Source: an optimization exercise on an open RTL-to-GDS flow (aim: small area). Production flows keep margins and buffers that such runs may drop.
Where RTL was checked, it was by simulation tests only, not by an equivalence proof against the original.
Power figures rest on the tool's default switching activity, not on a simulated workload.

== run D ==
Design memory, start of the top module:
module memory(
    input clk_100M,
    input reset,
    input rst,
    input str,
    input [7:0] sw,
    input debug,
    input entr,
    input bld,
    output [3:0] an,
    output reg [6:0] seg,
    output [15:0] led,
    output out,
    output o_shutdown_n,
    output o_gain,
    output o_connect_n
    );
    assign o_shutdown_n = 1'b1;
    assign o_connect_n = 1'b1;
    assign o_gain = 1'b1;
    assign an = 4'b1110;
    localparam [14:0] PAUSE1 = 15'b011100101011111;
    localparam [14:0] PAUSE2 = 15'b001001101110101;
    localparam [14:0] PAUSE3 = 15'b101111000110110;
    localparam [14:0] PAUSE4 = 15'b011010100010001;
    localparam [14:0] PAUSE5 = 15'b000011101110000;
    localparam [13:0] WIN_TIME = 14'b01011100101011;
    reg [9:0] counter;
    always @(posedge clk_100M) begin
        if (reset || (&counter[9:5] && &counter[2:0]))
            counter <= 0;
        else
            counter <= counter + 1'b1;
    end
    reg [3:0] db, c1, cl;
    always @(posedge clk_100M) begin
        if (reset) begin
            db <= 0;
            c1 <= 0;
            cl <= 0;
        end
        else if (counter[0]) begin
            db <= {bld, entr, str, rst};
            c1 <= db;
            cl <= db & ~c1;
        end
    end
    wire rst_clean = cl[0];
    wire str_clean = cl[1];
    wire entr_clean = cl[2];
    wire bld_clean = cl[3];
    reg drawn;
    reg [7:0] sd;
    always @(posedge clk_100M) begin
        if (reset) begin
            drawn <= 0;
            sd <= 0;
        end
        else if (str_clean || rst_clean) begin
            drawn <= 1;
            sd <= counter[7:0];
        end
    end
    wire [2:0] ix1 = {sd[4]^sd[1], sd[3]^sd[0], sd[2]^sd[7]};
    wire [2:0] ix2 = {sd[7]^sd[4], sd[6]^sd[3], sd[5]^sd[2]};
    wire [2:0] ix3 = {sd[5]^sd[3], sd[7]^sd[5], sd[6]^sd[4]};
    wire [2:0] ix4 = {sd[4]^sd[2], sd[3]^sd[1], sd[2]^sd[0]};
    wire [2:0] ix5 = {sd[7]^sd[5], sd[6]^sd[4], sd[5]^sd[3]};
    wire sw_oh = (sw != 8'd0) && ((sw & (sw - 8'd1)) == 8'd0);
  ...
==> flow/config.mk <==
export PLATFORM = sky130hd
export DESIGN_NAME = memory
export DESIGN_NICKNAME = memory
export VERILOG_FILES = /design/flow/design.v
export SDC_FILE = /design/flow/constraint.sdc
export NUM_CORES = 4
export LEC_CHECK = 0
export CAP_MARGIN = 20
export CORE_MARGIN = 2
export CORE_UTILIZATION = 40
export GPL_TIMING_DRIVEN = 0
export SLEW_MARGIN = 20
==> flow/constraint.sdc <==
create_clock -name core_clock -period 10.0 [get_ports {clk_100M}]
set_input_delay 2.0000 -clock core_clock [delete_from_list [all_inputs] [get_ports {clk_100M}]]
set_output_delay 2.0000 -clock core_clock [all_outputs]
set_load 0.01 [all_outputs]
standard.sh (not shown) runs the stock make flow with config.mk's settings and CLKGATE_MAP_FILE= SYNTH_SCRIPT=/design/flow/synth_recipe.tcl, a recipe that flattens the netlist after the stock synthesis.
==> flow/flow/run.sh <==
#!/bin/bash
# Layout flow: the standard flow (standard.sh) with these changes:
#  - synthesis: ABC maps with the area-oriented script abc_area.script (in
#    this folder) in place of ORFS's, and ORFS's adder extraction is off
#    (ADDER_MAP_FILE empty); everything else is the standard flow's synthesis script
#  - port buffers are sky130_fd_sc_hd__buf_1
#  - clock tree: sky130_fd_sc_hd__clkbuf_4 buffers and no dummy clock loads
# Each tool's output goes to a log file of its own in the work folder.
set -euo pipefail
cd "$(dirname "$0")/.."
W=$(pwd)
{
  echo 'proc abc {args} {'
  echo '  set i [lsearch -exact $args -script]'
  echo "  if {\$i >= 0} { lset args [expr {\$i + 1}] $W/flow/abc_area.script }"
  echo '  yosys abc {*}$args'
  echo '}'
  cat "$W/synth_recipe.tcl"
} > "$W/synth_area.tcl"
VARS=("SYNTH_SCRIPT=$W/synth_area.tcl" "ADDER_MAP_FILE="
      "BUFFER_PORTS_ARGS=-buffer_cell sky130_fd_sc_hd__buf_1"
      "REMOVE_ABC_BUFFERS=1" "SKIP_REPAIR_TIE_FANOUT=1"
      "CTS_ARGS=-sink_clustering_enable -repair_clock_nets -dont_use_dummy_load -buf_list sky130_fd_sc_hd__clkbuf_4")
bash standard.sh "${VARS[@]}" synth > "$W/log_synth.txt" 2>&1
bash standard.sh "${VARS[@]}" finish > "$W/log_layout.txt" 2>&1
==> flow/flow/abc_area.script <==
strash
&get -n
&deepsyn -T 60
&put
dch -f
amap
topo
Both conditions hold for run D: the flow ran to the end and the final layout passed the timing, design-rule and antenna checks.
Relative to run D, the following input files were edited for run C:
--- a/flow/design.v
+++ b/flow/design.v
@@ -30,25 +30,26 @@
     always @(posedge clk_100M) begin
         if (reset || (&counter[9:5] && &counter[2:0]))
             counter <= 0;
         else
             counter <= counter + 1'b1;
     end
-    reg [3:0] db, c1, cl;
+    reg [3:0] db, c1, c2;
     always @(posedge clk_100M) begin
         if (reset) begin
             db <= 0;
             c1 <= 0;
-            cl <= 0;
+            c2 <= 0;
         end
         else if (counter[0]) begin
             db <= {bld, entr, str, rst};
             c1 <= db;
-            cl <= db & ~c1;
-        end
-    end
+            c2 <= c1;
+        end
+    end
+    wire [3:0] cl = c1 & ~c2;
     wire rst_clean = cl[0];
     wire str_clean = cl[1];
     wire entr_clean = cl[2];
     wire bld_clean = cl[3];
     reg drawn;
     reg [7:0] sd;
Notes after the runs:
- Cmp run D and run C / net count of the finished layout / higher: run D
- On switching part of the total, run D and run C are neck and neck.
- Looking only at worst setup slack, and setting everything else aside, the higher value of run D and run C goes to run C.
- Note that the combinational gate power recorded for run D amounts to 0.929 times the value seen in run C.
- In run C, the number of violations reported at the end of detailed-routing iteration 0 came out about 20% above the value in run D.
- When the final numbers for run D and run C were put side by side, the power density over the cells turned out to be smaller in run D.
- Going from run D to run C, the worst slack at placement was found to have gone up by 0.73 ns.
- Final routed wirelength across all metal layers went down by a few percent going from run D to run C.
- Going from run D to run C, static leakage power grew by a few percent.
- In run C the worst hold-check slack turned out 0.0044 ns lower than in run D.
- Looking at run D and run C, the setup clock skew after layout is a wash.
- Compare run D and run C | share of power burned in combinational logic higher: run C
- Delta(share of the clock period used by the worst path after layout, run C - run D) < 0
Only the layout flow was run in run D; the RTL was not checked for function there.

==> separate check: timing with driven ports <==
Ports are ideal in the flow. The routed layouts listed here were re-timed in OpenROAD. Step 1, drivers: a clkbuf_16 drives clk_100M and a buf_2 each remaining input, both assumed. Step 2, shift: input delay + t, output delay - t, t = (earliest + latest rising clock arrival at the registers) / 2. This alone moves slack from input paths to output paths. Slacks: no drivers / after step 1 / after step 2; pairs: no drivers / after step 1.
| run | t, ns | setup slack, ns | hold slack, ns | worst setup path at the end |
|---|---|---|---|---|
| run D | 0.552 | 5.170 / 5.182 / 4.629 | 0.420 / 0.420 / 0.420 | input to register |
| run C | 0.542 | 5.884 / 5.887 / 5.345 | 0.416 / 0.416 / 0.416 | input to register |
After both steps setup and hold are still met in every run listed. For run D, which loses most, drivers alone change the setup slack by +0.012 ns; drivers and shift together by -0.541 ns.
